From an optimization exercise on the open Yosys and OpenROAD flow, aimed at small area; shortcuts taken in it are not production practice.
At most, simulation tests tie the RTL to the original design; equivalence was not proved.
No functional check of the RTL was part of run 1.

==> flow/design.v, too long to show whole: its modules and the start of the top module <==
// module mini_fir_mac: 1013 lines
// module mini_fir_cpa: 16 lines
// module mini_fir_pp: 3 lines
// module mini_fir_fa: 4 lines
// module mini_fir_iha: 4 lines
// module mini_fir_xnor2: 3 lines
// module mini_fir_or2: 3 lines
// module mini_fir_dp: 38 lines
// module mini_fir_ctrl: 63 lines
// module mini_fir_hold: 3 lines
// module mini_fir_rdbit: 8 lines
// module mini_fir_aoi222: 3 lines
// module mini_fir_nand2: 3 lines
// module mini_fir_a221o: 3 lines
// module mini_fir: 63 lines
// module mini_fir_a22o: 3 lines
module mini_fir #(
    parameter NUM = 1
)(
    input        clk,
    input        rst_n,
    input  [3:0] i_addr,
    input  [7:0] i_data_wr,
    input        i_wr,
    input        i_rd,
    output [7:0] o_data_rd,
    input  [7:0] i_din,
    output reg [7:0] o_dout
);
  // ...
==> flow/flow/run.sh <==
#!/bin/bash
# The standard layout, with two changes:
# - the port buffers are the smallest buffer (sky130_fd_sc_hd__buf_1) instead
#   of ORFS's default choice;
# - clock tree synthesis adds no dummy loads to balance the tree's leaves
#   (the other CTS arguments are the ones ORFS builds from config.mk).
set -euo pipefail
bash standard.sh \
  "BUFFER_PORTS_ARGS=-buffer_cell sky130_fd_sc_hd__buf_1" \
  "CTS_ARGS=-sink_clustering_enable -repair_clock_nets -sink_clustering_max_diameter 30 -buf_list sky130_fd_sc_hd__clkbuf_8 -dont_use_dummy_load" \
  finish > standard.log 2>&1
==> flow/standard.sh <==
#!/bin/bash
# synth_recipe.tcl (not shown) runs the flow's synth.tcl, then flattens the netlist and writes it again
# the make line also repeats each setting of config.mk as NAME=value (left out here)
make -C /OpenROAD-flow-scripts/flow DESIGN_CONFIG=/design/flow/config.mk WORK_HOME=/design/flow/orfs CLKGATE_MAP_FILE= SYNTH_SCRIPT=/design/flow/synth_recipe.tcl "${@:-finish}"
==> flow/config.mk <==
export PLATFORM = sky130hd
export DESIGN_NAME = mini_fir
export DESIGN_NICKNAME = mini_fir
export VERILOG_FILES = /design/flow/design.v
export SDC_FILE = /design/flow/constraint.sdc
export NUM_CORES = 4
export LEC_CHECK = 0
export CAP_MARGIN = 20
export CORE_MARGIN = 2
export CORE_UTILIZATION = 65
export CTS_BUF_LIST = sky130_fd_sc_hd__clkbuf_8
export CTS_CLUSTER_DIAMETER = 30
export GPL_TIMING_DRIVEN = 0
export SLEW_MARGIN = 20
export SYNTH_HIERARCHICAL = 1
==> flow/constraint.sdc <==
create_clock -name core_clock -period 5.5 [get_ports {clk}]
set_input_delay 1.1000 -clock core_clock [delete_from_list [all_inputs] [get_ports {clk}]]
set_output_delay 1.1000 -clock core_clock [all_outputs]
set_load 0.01 [all_outputs]
==> run notes, run 1 <==
* CP Capture Point: u_fir_dp.sb_n[3]
* Simple-gate portion of the synthesized area at 15.0%
* Status: no timing/DRC/antenna violations
* Post-synthesis compound-gate area fraction at 4.60%
* Placed Cells incl. Taps at about 1600
* PnR worst setup slack at 0.141 ns
* Worst-path fanout max at 10
* GR peak layer: met2
* Clock buffers at 17
* Detailed-router iteration count before antenna repair at 7
* Initial Util at roughly 66%
* Largest class: multi-input gates
* Cts hold-fix bufs at 0
* Avg Vias per Cell at roughly 6.5
* Largest net degree at the start of global routing at 27
* Post-placement setup slack at slightly below 0.2 ns
* Top routing layer in use: met4
* Post-CTS setup repair buffer count at 0
* Met3 GRT Util at between 10% and 20%
* Post-Syn Area at approximately 15000 um^2
* CTS tree: built
* Met3 wire len at 5140 um
* Yosys warns at 9
* Final WL at between 40000 and 50000 um
* Async S/R FF share, synth at about 49%
* FF+latch area at about 3300 um^2
* Proportion of cell area occupied by registers at 21.1%
* Fin Clk Skew at roughly 0.034 ns
==> run 2: changes to the inputs <==
--- a/flow/design.v
+++ b/flow/design.v
@@ -106,20 +106,19 @@
 wire fs352, fc352, fs353, fc353, fs354, fc354, fs355, fc355, fs356, fc356, fs357, fc357;
 wire fs358, fc358, fs359, fc359, fs360, fc360, hs6, hc6, fs361, fc361, fs362, fc362;
 wire fs363, fc363, fs364, fc364, fs365, fc365, fs366, fc366, fs367, fc367, fs368, fc368;
 wire fs369, fc369, fs370, fc370, fs371, fc371, fs372, fc372, fs373, fc373, fs374, fc374;
 wire fs375, fc375, fs376, fc376, fs377, fc377, fs378, fc378, fs379, fc379, fs380, fc380;
 wire fs381, fc381, fs382, fc382, fs383, fc383, fs384, fc384, fs385, fc385, fs386, fc386;
 wire fs387, fc387, fs388, fc388, fs389, fc389, fs390, fc390, fs391, fc391, fs392, fc392;
 wire fs393, fc393, fs394, fc394, fs395, fc395, fs396, fc396, fs397, fc397, fs398, fc398;
-wire fs399, fc399, hs7, hc7, hs8, hc8, fs400, fc400, fs401, fc401, fs402, fc402;
-wire fs403, fc403, fs404, fc412, hs9, hc9, lg0, lp0, lg1, lp1, lg2, lp2;
-wire lg3, lp3, lg4, lp4, lg5, lp5, lg6, lp6, lg7, lp7, lc1, lc2;
-wire lc3, lc4, lgg, lpp;
+wire hs7, hc7, hs8, hc8, fs399, fc399, fs400, fc400, fs401, fc401, fs402, fc402;
+wire fs403, fc411, lg0, lp0, lg1, lp1, lg2, lp2, lg3, lp3, lg4, lp4;
+wire lg5, lp5, lg6, lp6, lg7, lp7, lc1, lc2, lc3, lc4, lgg, lpp;
 mini_fir_pp u_p0_0_0 (.a(i_c0[0]), .b(i_x0[0]), .y(p0_0_0));
 mini_fir_pp u_p0_0_1 (.a(i_c0[0]), .b(i_x0[1]), .y(p0_0_1));
 mini_fir_pp u_p0_0_2 (.a(i_c0[0]), .b(i_x0[2]), .y(p0_0_2));
 mini_fir_pp u_p0_0_3 (.a(i_c0[0]), .b(i_x0[3]), .y(p0_0_3));
 mini_fir_pp u_p0_0_4 (.a(i_c0[0]), .b(i_x0[4]), .y(p0_0_4));
 mini_fir_pp u_p0_0_5 (.a(i_c0[0]), .b(i_x0[5]), .y(p0_0_5));
 mini_fir_pp u_p0_0_6 (.a(i_c0[0]), .b(i_x0[6]), .y(p0_0_6));
 mini_fir_pp u_p0_0_7 (.a(i_c0[0]), .b(i_x0[7]), .y(p0_0_7));
@@ -963,58 +962,56 @@
 mini_fir_fa u_fa390 (.a(fc365), .b(fs367), .c(fc366), .s(fs390), .co(fc390));
 mini_fir_fa u_fa391 (.a(fc367), .b(fs369), .c(fc368), .s(fs391), .co(fc391));
 mini_fir_fa u_fa392 (.a(fc369), .b(fs371), .c(fc370), .s(fs392), .co(fc392));
 mini_fir_fa u_fa393 (.a(fc371), .b(fs373), .c(fc372), .s(fs393), .co(fc393));
 mini_fir_fa u_fa394 (.a(fs375), .b(fc373), .c(fc374), .s(fs394), .co(fc394));
 mini_fir_fa u_fa395 (.a(fs377), .b(fc375), .c(fc376), .s(fs395), .co(fc395));
 mini_fir_fa u_fa396 (.a(fs379), .b(fc377), .c(fs380), .s(fs396), .co(fc396));
 mini_fir_fa u_fa397 (.a(fs381), .b(fc379), .c(fs382), .s(fs397), .co(fc397));
-mini_fir_fa u_fa398 (.a(fc353), .b(fc381), .c(fc382), .s(fs398), .co(fc398));
-mini_fir_fa u_fa399 (.a(p6_0_0), .b(fs319), .c(fs354), .s(fs399), .co(fc399));
+mini_fir_fa u_fa398 (.a(p6_0_0), .b(fs319), .c(fs354), .s(fs398), .co(fc398));
 mini_fir_iha u_ha7 (.a(fs355), .b(fs383), .s(hs7), .co(hc7));
 mini_fir_iha u_ha8 (.a(fc383), .b(fs384), .s(hs8), .co(hc8));
-mini_fir_fa u_fa400 (.a(fc384), .b(fs359), .c(fs385), .s(fs400), .co(fc400));
-mini_fir_fa u_fa401 (.a(fc385), .b(fs386), .c(hs6), .s(fs401), .co(fc401));
-mini_fir_fa u_fa402 (.a(fc386), .b(fs387), .c(fs362), .s(fs402), .co(fc402));
-mini_fir_fa u_fa403 (.a(fc387), .b(fs364), .c(fs388), .s(fs403), .co(fc403));
-mini_fir_fa u_fa404 (.a(fc388), .b(fs389), .c(fs366), .s(fs404), .co(o_a_n[0]));
-mini_fir_fa u_fa405 (.a(fc389), .b(fs368), .c(fs390), .s(o_b_n[0]), .co(o_a_n[1]));
-mini_fir_fa u_fa406 (.a(fs370), .b(fc390), .c(fs391), .s(o_b_n[1]), .co(o_a_n[2]));
-mini_fir_fa u_fa407 (.a(fs372), .b(fc391), .c(fs392), .s(o_b_n[2]), .co(o_a_n[3]));
-mini_fir_fa u_fa408 (.a(fs374), .b(fc392), .c(fs393), .s(o_b_n[3]), .co(o_a_n[4]));
-mini_fir_fa u_fa409 (.a(fs376), .b(fc393), .c(fs394), .s(o_b_n[4]), .co(o_a_n[5]));
-mini_fir_fa u_fa410 (.a(fs378), .b(fc394), .c(fs395), .s(o_b_n[5]), .co(o_a_n[6]));
-mini_fir_fa u_fa411 (.a(fc378), .b(fs396), .c(fc395), .s(o_b_n[6]), .co(o_a_n[7]));
-mini_fir_fa u_fa412 (.a(fc380), .b(fs397), .c(fc396), .s(o_b_n[7]), .co(fc412));
-mini_fir_iha u_ha9 (.a(fc397), .b(fs398), .s(hs9), .co(hc9));
+mini_fir_fa u_fa399 (.a(fc384), .b(fs359), .c(fs385), .s(fs399), .co(fc399));
+mini_fir_fa u_fa400 (.a(fc385), .b(fs386), .c(hs6), .s(fs400), .co(fc400));
+mini_fir_fa u_fa401 (.a(fc386), .b(fs387), .c(fs362), .s(fs401), .co(fc401));
+mini_fir_fa u_fa402 (.a(fc387), .b(fs364), .c(fs388), .s(fs402), .co(fc402));
+mini_fir_fa u_fa403 (.a(fc388), .b(fs389), .c(fs366), .s(fs403), .co(o_a_n[0]));
+mini_fir_fa u_fa404 (.a(fc389), .b(fs368), .c(fs390), .s(o_b_n[0]), .co(o_a_n[1]));
+mini_fir_fa u_fa405 (.a(fs370), .b(fc390), .c(fs391), .s(o_b_n[1]), .co(o_a_n[2]));
+mini_fir_fa u_fa406 (.a(fs372), .b(fc391), .c(fs392), .s(o_b_n[2]), .co(o_a_n[3]));
+mini_fir_fa u_fa407 (.a(fs374), .b(fc392), .c(fs393), .s(o_b_n[3]), .co(o_a_n[4]));
+mini_fir_fa u_fa408 (.a(fs376), .b(fc393), .c(fs394), .s(o_b_n[4]), .co(o_a_n[5]));
+mini_fir_fa u_fa409 (.a(fs378), .b(fc394), .c(fs395), .s(o_b_n[5]), .co(o_a_n[6]));
+mini_fir_fa u_fa410 (.a(fc378), .b(fs396), .c(fc395), .s(o_b_n[6]), .co(o_a_n[7]));
+mini_fir_fa u_fa411 (.a(fc380), .b(fs397), .c(fc396), .s(o_b_n[7]), .co(fc411));
 assign lg0 = 1'b0;
-assign lp0 = ~fs399;
-assign lg1 = (~fc399 & ~hs7);
-assign lp1 = (~fc399 | ~hs7);
+assign lp0 = ~fs398;
+assign lg1 = (~fc398 & ~hs7);
+assign lp1 = (~fc398 | ~hs7);
 assign lg2 = (~hc7 & ~hs8);
 assign lp2 = (~hc7 | ~hs8);
-assign lg3 = (~hc8 & ~fs400);
-assign lp3 = (~hc8 | ~fs400);
-assign lg4 = (~fc400 & ~fs401);
-assign lp4 = (~fc400 | ~fs401);
-assign lg5 = (~fc401 & ~fs402);
-assign lp5 = (~fc401 | ~fs402);
-assign lg6 = (~fc402 & ~fs403);
-assign lp6 = (~fc402 | ~fs403);
-assign lg7 = (~fc403 & ~fs404);
-assign lp7 = (~fc403 | ~fs404);
+assign lg3 = (~hc8 & ~fs399);
+assign lp3 = (~hc8 | ~fs399);
+assign lg4 = (~fc399 & ~fs400);
+assign lp4 = (~fc399 | ~fs400);
+assign lg5 = (~fc400 & ~fs401);
+assign lp5 = (~fc400 | ~fs401);
+assign lg6 = (~fc401 & ~fs402);
+assign lp6 = (~fc401 | ~fs402);
+assign lg7 = (~fc402 & ~fs403);
+assign lp7 = (~fc402 | ~fs403);
 assign lc1 = lg0;
 assign lc2 = lg1 | (lp1 & lc1);
 assign lc3 = lg2 | (lp2 & lc2);
 assign lc4 = lg3 | (lp3 & lc3);
 assign lgg = (lg4 & lp5 & lp6 & lp7) | (lg5 & lp6 & lp7) | (lg6 & lp7) | (lg7);
 assign lpp = lp4 & lp5 & lp6 & lp7;
 assign o_c_n = ~(lgg | (lpp & lc4));
-assign o_hz = fc412 & hs9 & hc9 & fc398;
+assign o_hz = fc411 & fc353 & fc381 & fc382 & fc397;
 endmodule
 module mini_fir_cpa (
     input  [7:0] i_a_n,
     input  [7:0] i_b_n,
     input         i_c_n,
     output [8:0] o_sum_n
 );
 wire [7:1] c_n;
==> flow/config.mk (replaced) <==
export PLATFORM = sky130hd
export DESIGN_NAME = mini_fir
export DESIGN_NICKNAME = mini_fir
export VERILOG_FILES = /design/flow/design.v
export SDC_FILE = /design/flow/constraint.sdc
export NUM_CORES = 4
export LEC_CHECK = 0
export CAP_MARGIN = 20
export CORE_MARGIN = 2
export CORE_UTILIZATION = 68
export CTS_BUF_LIST = sky130_fd_sc_hd__clkbuf_8
export CTS_CLUSTER_DIAMETER = 30
export GPL_TIMING_DRIVEN = 0
export SLEW_MARGIN = 20
export SYNTH_HIERARCHICAL = 1
==> run notes, run 2 <==
* Final Setup Violations at 0 (unchanged)
* Detailed Place HPWL at 35100 um (was 34900 um)
* Post-CTS setup repair buffer count at 0 (unchanged)
* Syn_nets at 1706 (was 1708)
* DRC Markers at 0 (unchanged)
* Cell taking the most area after synthesis: fa_1 (unchanged)
* Cts hold-fix bufs at 0 (unchanged)
* Syn avg cell area at 11.7 um^2 (about the same)
* N_diodes at 0 (unchanged)
* Met3 GRT Util at 14.2% (was 10.7%)
* Largest Register: u_fir_dp.x_d (unchanged)
* Most frequent cell after synthesis: nand2_1 (unchanged)
* Critical Path Sink Type: flop (unchanged)
* Final core utilization at 73.6% (was 69.4%)
* GPL Wtd Cong at 1.05 (was 0.990)
* Tmin final at 5.37 ns (was 5.36 ns)
* Fin. Hold Viols at 0 (unchanged)
* PortBufs at 37 (unchanged)
* Global-route wire length before repair at 68700 um (was 69200 um)
* Most frequent cells in the layout: nand2_1, fa_1, o21ai_1 (was nand2_1, fa_1, dfxtp_1)
* Ranking of synthesized cells by area: fa_1, nand2_1, dfrtp_1 (unchanged)
* Period utilization at 97.6% (was 97.4%)
* Area grow syn2layout at 5.72% (was 5.44%)
* Fmax at 186 MHz (was 187 MHz)
* Die ar. at 22900 um^2 (was 23900 um^2)
* Avg Vias per Cell at 6.72 (was 6.45)
* Final TNS setup at 0 ns (unchanged)
* Core area at 21200 um^2 (was 22400 um^2)
* Number of DRC markers in iteration 0 at 1244 (was 1194)
* Status: no timing/DRC/antenna violations (unchanged)
* Met2 GRT Util at 63.9% (was 62.3%)
* Initial antenna violation count at 0 (was 1)
* Fin Clk Skew at 0.0431 ns (was 0.0339 ns)
* Final WL at 45800 um (was 44900 um)
* CTS tree: built (unchanged)
* Clock sink count at 146 (unchanged)
* Unrepaired setup endpoints after global routing: false (unchanged)
* Crit-path slowest cell: dfrtp_1 (unchanged)
* CP dominant cell by count: fa_1 (unchanged)
* Slew Viols, Final at 0 (unchanged)
* Worst-path fanout max at 10 (unchanged)
* Chip Width at 151 um (was 155 um)
* Num rows at 53 (was 55)
* Vias at 10700 (was 10400)
* Least-Margin Pin Slew at 0.811 ns (was 0.831 ns)
* Worst Hold Slack at 0.444 ns (about the same)
* CP Data Arrival Time at 5.69 ns (was 5.67 ns)
* Antenna viol nets, final at 0 (unchanged)
* Detailed-router iteration count before antenna repair at 5 (was 7)
* Die Span Y at 151 um (was 155 um)
* Async S/R FF share, synth at 49.3% (unchanged)
* Clock-pin slew on the worst setup and hold paths at 0.11 ns (about the same)
* Yosys warns at 9 (unchanged)
* Reg2Reg Setup Slack at 0.13 ns (was 0.14 ns)
* Commonest cells post-synth: nand2_1, fa_1, dfxtp_1, dfrtp_1, o21ai_1 (unchanged)
* Root buffer cell: clkbuf_8 (unchanged)
* Worst-skew pair later-pin latency at 0.47 ns (about the same)
* #FFs+latches synth at 146 (unchanged)
* Critical path class: reg -> reg (unchanged)
* GR peak layer: met2 (unchanged)
* Worst R2R End: u_fir_dp.sb_n[2] (was u_fir_dp.sb_n[3])
* Largest register FFs at 56 (unchanged)
* Share of cells above drive strength 1 at 5.31% (was 2.20%)
* Post-synth EDFFs at 0 (unchanged)
* Largest stage delay, worst path at 0.69 ns (was 0.67 ns)
* GRT Total Usage at 43.4% (was 40.7%)
* Post-cts sizing count at 0 (unchanged)
* Num ports at 40 (unchanged)
* Cts bufs inserted at 17 (unchanged)
* Nets@finish at 1765 (was 1767)
* CP startpoint kind: flop (unchanged)
* Slew headroom at 45.9% (was 44.4%)
* Critical path, cell by cell: nand2_1, fa_1, fa_1, fa_1, fa_1, fa_1, fa_1, fa_1, fa_1, fa_1 (unchanged)
* CP required at 5.83 ns (was 5.82 ns)
* Post-Syn Area at 14700 um^2 (was 14800 um^2)
* CTS Buffer Depth at 2 (unchanged)
* Seq/Total Area, Yosys at 22.3% (was 22.2%)
* Worst reg2reg path depth at 10 (unchanged)
* H-tree depth at 4 (unchanged)
* Top FF cell, synth: dfxtp_1 (unchanged)
* M1 GR Usage at 55.3% (was 55.0%)
* Yosys cell types at 29 (was 30)
* Largest net degree at the start of global routing at 28 (was 27)
* Drt wl/cell at 28.7 um (was 28.0 um)
* Vias in the first global route at 11900 (was 11600)
* Initial Util at 69.6% (was 65.8%)
* Commonest non-fill, non-tap cell in the layout: nand2_1 (unchanged)
* Grt ovf at 0 (unchanged)
* Synthesized instance count at 1262 (was 1263)
* RR Startpoint: u_fir_ctrl.o_coeff_02[5] (was u_fir_ctrl.o_coeff_00[7])
* Post-synth top area share at 57.1% (about the same)
* MaxCap Viol Count at 0 (unchanged)
* Hold crit path type: in -> async (unchanged)
-- run 2: changes by cell type after synthesis --
cell     previous run  this run
fa_1              421       420
and4_1              1         0
nand2_1           536       537
or2_1              10         9
nand3_1             1         2
xnor2_1            10         9
nor2_1              8         9
-- run 2: layout make-up --
type | instances | area (um^2)
Multi-Input combinational cell | 1103 | 11400
Fill cell | 1469 | 5580
Sequential cell | 146 | 3330
Tap cell | 275 | 344
Clock buffer | 17 | 234
Timing Repair Buffer | 40 | 208
Inverter | 11 | 41.3
Buffer | 2 | 15.0
-- run 2: worst max path at each step --
stage                     cells after the start          endpoint  slack, ns                      from
final                                        10  u_fir_dp.sb_n[2]       0.13  u_fir_ctrl.o_coeff_02[5]
after global routing                         12     u_fir_dp.sc_n      0.005          u_fir_dp.x_d[35]
after CTS                                    10  u_fir_dp.sb_n[2]       0.16  u_fir_ctrl.o_coeff_00[3]
after detailed placement                     10  u_fir_dp.sb_n[2]       0.20  u_fir_ctrl.o_coeff_02[2]
after global placement                       10  u_fir_dp.sb_n[3]       0.24  u_fir_ctrl.o_coeff_00[4]
after floorplan                              10  u_fir_dp.sb_n[2]       0.66  u_fir_ctrl.o_coeff_00[1]
-- run 2: Yosys stat by module, one instance, submodules excluded, excerpt --
module / cell area, um^2 / flip-flops and latches
mini_fir_fa: 20.0 / 0
mini_fir_pp: 3.75 / 0
mini_fir_nand2: 3.75 / 0
mini_fir_dp: 1490 / 74
mini_fir_mac: 80.1 / 0
mini_fir_aoi222: 10.0 / 0
mini_fir_ctrl: 1800 / 64
mini_fir_a221o: 10.0 / 0
mini_fir_xnor2: 8.76 / 0
mini_fir_hold: 8.76 / 0
-- run 2: logic make-up after synthesis --
group	after synthesis	share of synthesized area (%)
xor+xnor	9	0.535
compound gates	103	4.61
simple gates	570	15.0
fa+ha+maj	421	57.2
flops	146	22.3
buf+inv	13	0.382
-- run 2: layer usage --
layer | vias up | share of wire, %
li1 | 4116 | -
met1 | 5441 | 34
met2 | 876 | 45
met3 | 276 | 13
met4 | 0 | 8.5
met5 | - | 0
-- run 2: critical path, delay by kind of cell, from the launching register on --
kind                     cells  cell delay, ns
adder cells (fa/ha/maj)      9            4.33
flip-flops                   1            0.69
AND/OR/NAND/NOR              1            0.17
-- run 2: per-stage QoR --
step                instance area [um^2]  setup WS (ns)  instances
finish                             15600          0.135       1594
global route                       15600        0.00450       1594
CTS                                15500          0.163       1594
detailed placement                 15300          0.200       1577
global placement                   15200          0.241       1574
floorplan                          14700          0.665       1262
==> run 3: changes to the inputs <==
--- a/flow/config.mk
+++ b/flow/config.mk
@@ -7,7 +7,7 @@
 export LEC_CHECK = 0
 export CAP_MARGIN = 20
 export CORE_MARGIN = 2
-export CORE_UTILIZATION = 68
+export CORE_UTILIZATION = 62
 export CTS_BUF_LIST = sky130_fd_sc_hd__clkbuf_8
 export CTS_CLUSTER_DIAMETER = 30
 export GPL_TIMING_DRIVEN = 0
==> run notes, run 3 <==
* Status: no timing/DRC/antenna violations (unchanged)
* H-tree depth at 4 (unchanged)
* Commonest cells post-synth: nand2_1, fa_1, dfxtp_1, dfrtp_1, o21ai_1 (unchanged)
* PortBufs at 37 (unchanged)
* Die ar. at 25000 um^2 (was 22900 um^2)
* Yosys warns at 9 (unchanged)
* Post-placement setup slack at 0.136 ns (was 0.200 ns)
* Hold crit path type: reg -> reg (was in -> async)
* Yosys cell types at 29 (unchanged)
* Critical Path Sink Type: flop (unchanged)
* Top FF cell, synth: dfxtp_1 (unchanged)
* Period utilization at 97.7% (was 97.6%)
* Avg Vias per Cell at 6.38 (was 6.72)
* Initial antenna violation count at 0 (unchanged)
* Drt wl/cell at 27.8 um (was 28.7 um)
* Largest register FFs at 56 (unchanged)
* Vias at 10500 (was 10700)
* Worst-path fanout max at 10 (unchanged)
* Tmin final at 5.37 ns (about the same)
* Most frequent cell after synthesis: nand2_1 (unchanged)
* Slew Viols, Final at 0 (unchanged)
* Chip Width at 158 um (was 151 um)
* Clock sink count at 146 (unchanged)
* Largest net degree at the start of global routing at 30 (was 28)
* Global-route wire length before repair at 69600 um (was 68700 um)
* GRT Total Usage at 39.9% (was 43.4%)
* Fmax at 186 MHz (about the same)
* DRC Markers at 0 (unchanged)
* Syn_nets at 1706 (unchanged)
* CTS tree: built (unchanged)
* Async S/R FF share, synth at 49.3% (unchanged)
* Core area at 23400 um^2 (was 21200 um^2)
* Post-Syn Area at 14700 um^2 (unchanged)
* Final WL at 45400 um (was 45800 um)
* MaxCap Viol Count at 0 (unchanged)
* Worst-skew pair later-pin latency at 0.48 ns (was 0.47 ns)
* Vias in the first global route at 11700 (was 11900)
* CP required at 5.82 ns (was 5.83 ns)
* FF+latch area at 3290 um^2 (was 3330 um^2)
* Num ports at 40 (unchanged)
* Area of the multi-input gates at 11400 um^2 (unchanged)
* Area grow syn2layout at 5.61% (was 5.72%)
* Cts bufs inserted at 17 (unchanged)
* Post-synth EDFFs at 0 (unchanged)
* Most frequent cells in the layout: nand2_1, fa_1, dfxtp_1 (was nand2_1, fa_1, o21ai_1)
* #FFs+latches synth at 146 (unchanged)
* Post-synth top area share at 57.1% (unchanged)
* Share of cells above drive strength 1 at 2.58% (was 5.31%)
* Critical path class: reg -> reg (unchanged)
* Root buffer cell: clkbuf_8 (unchanged)
* Slew headroom at 43.7% (was 45.9%)
* Synthesized instance count at 1262 (unchanged)
* CP dominant cell by count: fa_1 (unchanged)
* Filler cells at 1871 (was 1469)
* Num rows at 56 (was 53)
* CTS Buffer Depth at 2 (unchanged)
* Clock-pin slew on the worst setup and hold paths at 0.11 ns (about the same)
* Initial Util at 62.9% (was 69.6%)
* Final Setup Violations at 0 (unchanged)
* Nets@finish at 1764 (was 1765)
* CP bufs+invs at 0 (unchanged)
* CP startpoint kind: flop (unchanged)
* Detailed Place HPWL at 35000 um (was 35100 um)
* CP Data Arrival Time at 5.69 ns (about the same)
* Number of DRC markers in iteration 0 at 1112 (was 1244)
* Antenna viol nets, final at 0 (unchanged)
* Fin. Hold Viols at 0 (unchanged)
* Largest stage delay, worst path at 0.69 ns (about the same)
* Commonest non-fill, non-tap cell in the layout: nand2_1 (unchanged)
* Fin Clk Skew at 0.0350 ns (was 0.0431 ns)
* Top Family by Delay on Critical Path: adder cells (unchanged)
* Seq/Total Area, Yosys at 22.3% (unchanged)
* Grt ovf at 0 (unchanged)
* PnR worst setup slack at 0.126 ns (was 0.135 ns)
* Unrepaired setup endpoints after global routing: false (unchanged)
* Cell taking the most area after synthesis: fa_1 (unchanged)
* N_diodes at 0 (unchanged)
* Die Span Y at 158 um (was 151 um)
* Post-CTS setup repair buffer count at 0 (unchanged)
* Detailed-router iteration count before antenna repair at 6 (was 5)
* Crit-path slowest cell: dfrtp_1 (unchanged)
* Ranking of synthesized cells by area: fa_1, nand2_1, dfrtp_1 (unchanged)
* Least-Margin Pin Slew at 0.845 ns (was 0.811 ns)
* GPL Wtd Cong at 0.997 (was 1.05)
* Final TNS setup at 0 ns (unchanged)
* Syn avg cell area at 11.7 um^2 (unchanged)
* Largest Register: u_fir_dp.x_d (unchanged)
* Critical path, cell by cell: nand2_1, fa_1, fa_1, fa_1, fa_1, fa_1, fa_1, fa_1, fa_1, fa_1 (unchanged)
[run 3: cell type report]
| type | instances | share of cell area, % |
|---|---|---|
| multi-input cells | 1103 | 73.3 |
| flip-flops and latches | 146 | 21.2 |
| well taps | 319 | 2.57 |
| clock buffers | 17 | 1.50 |
| repair buffers | 39 | 1.16 |
| inverters | 11 | 0.265 |
| plain buffers | 2 | 0.0965 |
[run 3: path summary, 6_finish.rpt]
check | end | depth (start not counted) | from | slack [ns]
min reg2reg | u_fir_ctrl.o_fir_ctrl[6] | 2 | u_fir_ctrl.o_fir_ctrl[6] | 0.50
min | u_fir_ctrl.o_fir_ctrl[6] | 2 | u_fir_ctrl.o_fir_ctrl[6] | 0.50
min in group asynchronous | u_fir_ctrl.o_coeff_02[7] | 1 | rst_n | 0.66
max | u_fir_dp.sb_n[2] | 10 | u_fir_ctrl.o_coeff_01[6] | 0.13
max reg2reg | u_fir_dp.sb_n[2] | 10 | u_fir_ctrl.o_coeff_01[6] | 0.13
max in group asynchronous | u_fir_ctrl.o_coeff_03[2] | 3 | rst_n | 4.01
[run 3: cell families after synthesis]
family                     Yosys count  share of synthesized area, %
DFF                                146                          22.3
buffers and inverters               13                         0.382
xor gates and xnor gates             9                         0.535
adders and majority gates          421                          57.2
AOI/OAI and AO/OA                  103                          4.61
and+or+nand+nor                    570                          15.0
[run 3: through the flow]
stage          hold WS [ns]  instances  utilization, %  instance area [um^2]
2_1_floorplan         0.424       1262               -                 14700
3_3_place_gp          0.471       1618            65.2                 15300
3_5_place_dp          0.479       1620            65.4                 15300
4_1_cts               0.505       1637            66.4                 15500
5_1_grt               0.526       1637            66.5                 15600
6_report              0.499       1637            66.5                 15600
[run 3: routing by layer]
layer	global-route usage (%)	vias to the layer above	share of wire, %
li1	-	4113	-
met1	53.3	5435	37
met2	60.5	700	46
met3	10.3	204	11
met4	22.1	0	6.1
met5	0	-	0
[run 3: modules after synthesis (local to each module, per instance), excerpt]
module | cells | area (um^2)
mini_fir_ctrl | 103 | 1800
mini_fir_a22o | 1 | 8.76
mini_fir_xnor2 | 1 | 8.76
mini_fir_fa | 1 | 20.0
mini_fir_nand2 | 1 | 3.75
mini_fir | 9 | 204
mini_fir_mac | 13 | 80.1
mini_fir_hold | 2 | 8.76
mini_fir_a221o | 1 | 10.0
mini_fir_or2 | 1 | 6.26
mini_fir_dp | 75 | 1490
mini_fir_pp | 1 | 3.75
[run 3: repair_timing]
| item | 4_1_cts | 5_1_grt |
|---|---|---|
| hold buffers | 0 | 0 |
| setup endpoints to repair | 0 | 3 |
| resized for setup | 0 | 6 |
[run 3: worst register-to-register path: cells and delay by family, from the launching register on]
family	cells	cell delay [ns]
fa+ha+maj	9	4.37
flops	1	0.69
simple gates	1	0.17
==> run 4: changes to the inputs <==
--- a/flow/config.mk
+++ b/flow/config.mk
@@ -7,7 +7,7 @@
 export LEC_CHECK = 0
 export CAP_MARGIN = 20
 export CORE_MARGIN = 2
-export CORE_UTILIZATION = 62
+export CORE_UTILIZATION = 65
 export CTS_BUF_LIST = sky130_fd_sc_hd__clkbuf_8
 export CTS_CLUSTER_DIAMETER = 30
 export GPL_TIMING_DRIVEN = 0
==> run notes, run 4 <==
* Cell taking the most area after synthesis: fa_1 (unchanged)
* Clock-pin slew on the worst setup and hold paths at 0.11 ns (about the same)
* Num rows at 55 (was 56)
* Global-route wire length before repair at 69500 um (was 69600 um)
* Least-Margin Pin Slew at 0.829 ns (was 0.845 ns)
* Avg Vias per Cell at 6.44 (was 6.38)
* Cts hold-fix bufs at 0 (unchanged)
* Hold crit path type: reg -> reg (unchanged)
* #FFs+latches synth at 146 (unchanged)
* Post-placement setup slack at 0.191 ns (was 0.136 ns)
* Ranking of synthesized cells by area: fa_1, nand2_1, dfrtp_1 (unchanged)
* Hold depth at 2 (unchanged)
* CP startpoint kind: flop (unchanged)
* Final WL at 44300 um (was 45400 um)
* Syn avg cell area at 11.7 um^2 (unchanged)
* Die ar. at 23900 um^2 (was 25000 um^2)
* MaxCap Viol Count at 0 (unchanged)
* CP dominant cell by count: fa_1 (unchanged)
* Async S/R FF share, synth at 49.3% (unchanged)
* Slew headroom at 44.4% (was 43.7%)
* Antenna viol nets, final at 0 (unchanged)
* Detailed Place HPWL at 34500 um (was 35000 um)
* Post-synth EDFFs at 0 (unchanged)
* Initial Util at 65.6% (was 62.9%)
* Syn_nets at 1706 (unchanged)
* CP Data Arrival Time at 5.64 ns (was 5.69 ns)
* Critical path, cell by cell: nand2_1, fa_1, fa_1, fa_1, fa_1, fa_1, fa_1, fa_1, fa_1, fa_1 (unchanged)
* Fin Clk Skew at 0.0410 ns (was 0.0350 ns)
* Initial antenna violation count at 0 (unchanged)
* Worst-path fanout max at 10 (unchanged)
* PortBufs at 37 (unchanged)
* Area grow syn2layout at 5.29% (was 5.61%)
* Chip Width at 155 um (was 158 um)
* Commonest cells post-synth: nand2_1, fa_1, dfxtp_1, dfrtp_1, o21ai_1 (unchanged)
* CTS Buffer Depth at 2 (unchanged)
* Top FF cell, synth: dfxtp_1 (unchanged)
* Post-Syn Area at 14700 um^2 (unchanged)
* CP required at 5.80 ns (was 5.82 ns)
* Nets@finish at 1764 (unchanged)
* Post-CTS setup repair buffer count at 0 (unchanged)
* Yosys cell types at 29 (unchanged)
* Unrepaired setup endpoints after global routing: false (unchanged)
* GRT Total Usage at 40.9% (was 39.9%)
* Area of the multi-input gates at 11400 um^2 (unchanged)
* Final TNS setup at 0 ns (unchanged)
* CTS tree: built (unchanged)
* Largest Register: u_fir_dp.x_d (unchanged)
* Num ports at 40 (unchanged)
* Cts bufs inserted at 17 (unchanged)
* Detailed-router iteration count before antenna repair at 6 (unchanged)
* H-tree depth at 4 (unchanged)
* Filler cells at 1694 (was 1871)
* Clock sink count at 146 (unchanged)
* Commonest non-fill, non-tap cell in the layout: nand2_1 (unchanged)
* Worst-skew pair later-pin latency at 0.45 ns (was 0.48 ns)
* Slew Viols, Final at 0 (unchanged)
* Vias at 10300 (was 10500)
* PnR worst setup slack at 0.161 ns (was 0.126 ns)
* Synthesized instance count at 1262 (unchanged)
* Most frequent cell after synthesis: nand2_1 (unchanged)
* GPL Wtd Cong at 1.01 (was 0.997)
* Most frequent cells in the layout: nand2_1, fa_1, dfxtp_1 (unchanged)
* Core area at 22400 um^2 (was 23400 um^2)
* Drt wl/cell at 27.6 um (was 27.8 um)
* Worst Hold Slack at 0.493 ns (was 0.499 ns)
* Number of DRC markers in iteration 0 at 1209 (was 1112)
* Fin. Hold Viols at 0 (unchanged)
* Final Setup Violations at 0 (unchanged)
* Die Span Y at 155 um (was 158 um)
* Cell depth of the worst setup path at 10 (unchanged)
* Critical path class: reg -> reg (unchanged)
* Top Family by Delay on Critical Path: adder cells (unchanged)
* Post-synth top area share at 57.1% (unchanged)
* Grt ovf at 0 (unchanged)
* Status: no timing/DRC/antenna violations (unchanged)
* Largest register FFs at 56 (unchanged)
* Fmax at 187 MHz (was 186 MHz)
* Root buffer cell: clkbuf_8 (unchanged)
* Period utilization at 97.1% (was 97.7%)
* DRC Markers at 0 (unchanged)
* Worst reg2reg path depth at 10 (unchanged)
* Largest stage delay, worst path at 0.67 ns (was 0.69 ns)
* Vias in the first global route at 11700 (about the same)
* Seq/Total Area, Yosys at 22.3% (unchanged)
* CP bufs+invs at 0 (unchanged)
* Largest net degree at the start of global routing at 34 (was 30)
* Critical Path Sink Type: flop (unchanged)
* FF+latch area at 3280 um^2 (was 3290 um^2)
* Share of cells above drive strength 1 at 2.20% (was 2.58%)
* Yosys warns at 9 (unchanged)
* Crit-path slowest cell: dfrtp_1 (unchanged)
* Tmin final at 5.34 ns (was 5.37 ns)
run 4: cell counts after synthesis:
Identical to the previous run, type by type.
run 4: layout make-up:
type | count | area share (%)
diodes | 1 | 0.0161
plain buffers | 2 | 0.0968
clock buffers | 17 | 1.51
inverters | 11 | 0.266
multi-input cells | 1103 | 73.5
flip-flops and latches | 146 | 21.2
well taps | 285 | 2.30
repair buffers | 39 | 1.16
run 4: final timing paths:
path	slack, ns	endpoint	from
max	0.16	u_fir_dp.sb_n[2]	u_fir_ctrl.o_coeff_02[5]
min	0.49	u_fir_ctrl.o_fir_ctrl[3]	u_fir_ctrl.o_fir_ctrl[3]
max reg2reg	0.16	u_fir_dp.sb_n[2]	u_fir_ctrl.o_coeff_02[5]
min reg2reg	0.49	u_fir_ctrl.o_fir_ctrl[3]	u_fir_ctrl.o_fir_ctrl[3]
max in group asynchronous	4.22	u_fir_ctrl.o_coeff_05[3]	rst_n
min in group asynchronous	0.52	o_dout[6]	rst_n
run 4: Yosys stat by module, one instance, submodules excluded, a selection:
module	cell area [um^2]	copies in the design	flip-flops and latches	cells inside
mini_fir_dp	1490	1	74	75
mini_fir_a221o	10.0	8	0	1
mini_fir_fa	20.0	420	0	1
mini_fir_a22o	8.76	8	0	1
mini_fir_hold	8.76	64	0	2
mini_fir_ctrl	1800	1	64	103
mini_fir_xnor2	8.76	9	0	1
mini_fir_mac	80.1	1	0	13
mini_fir_pp	3.75	448	0	1
mini_fir_or2	6.26	9	0	1
mini_fir	204	1	8	9
mini_fir_aoi222	10.0	16	0	1
run 4: per-layer routing:
layer	share of wire (%)	track usage (%)	routed length [um]	up-vias
met5	0	0	0	-
li1	-	-	-	4117
met2	47	63.1	20900	716
met3	11	9.89	4930	162
met1	36	56.0	16000	5331
met4	5.7	19.8	2520	0
run 4: timing repair:
action	4_1_cts	5_1_grt
resized for setup	0	1
hold endpoints to repair	0	0
setup endpoints to repair	0	2
run 4: metrics by stage:
step	cell area [um^2]	cells	util [%]
final	15500	1604	69.1
after global routing	15500	1603	69.1
after CTS	15500	1603	69.1
after detailed placement	15300	1586	68.1
after global placement	15200	1584	67.9
after floorplan	14700	1262	-
run 4: kinds of logic (layout without fill, tap and decap cells):
logic type | after synthesis | in the layout | share of synthesized area, %
and+or+nand+nor | 570 | 570 | 15.0
adders and majority gates | 421 | 421 | 57.2
DFF | 146 | 146 | 22.3
AOI/OAI and AO/OA | 103 | 103 | 4.61
buffers and inverters | 13 | 69 | 0.382
xor gates and xnor gates | 9 | 9 | 0.535
other | 0 | 1 | 0
run 4: tightest hold or removal path: stages (launching register included):
cell     delay (ns)
dfrtp_1        0.35
nand2_1        0.05
o21ai_1        0.06

[re-timing with driven ports]
Ports are ideal in the flow. The routed layouts listed here were re-timed in OpenROAD.
Step 1 assumes that a clkbuf_16 drives the clock port and a buf_2 every other input.
Step 2 moves the port delays by t, midway between the first and last clock arrival at a register: inputs arrive t later, outputs are due t later. That takes back most of the time a late clock gives input paths.
Slacks: ideal ports / drivers / drivers and shift; pairs: ideal ports / drivers.
run | shift t [ns] | setup WS [ns] | worst hold slack (ns) | slew at the worst register clock pin (ns) | worst data-port slew with drivers (ns)
run 1 | 0.497 | 0.141 / 0.141 / 0.141 | 0.444 / 0.420 / 0.499 | 0.11 / 0.11 | 0.03
run 2 | 0.506 | 0.135 / 0.135 / 0.135 | 0.444 / 0.419 / 0.484 | 0.11 / 0.11 | 0.03
run 3 | 0.501 | 0.126 / 0.126 / 0.126 | 0.499 / 0.499 / 0.499 | 0.11 / 0.11 | 0.03
run 4 | 0.485 | 0.161 / 0.161 / 0.161 | 0.493 / 0.493 / 0.493 | 0.11 / 0.11 | 0.04
After both steps setup and hold are still met in every run listed.
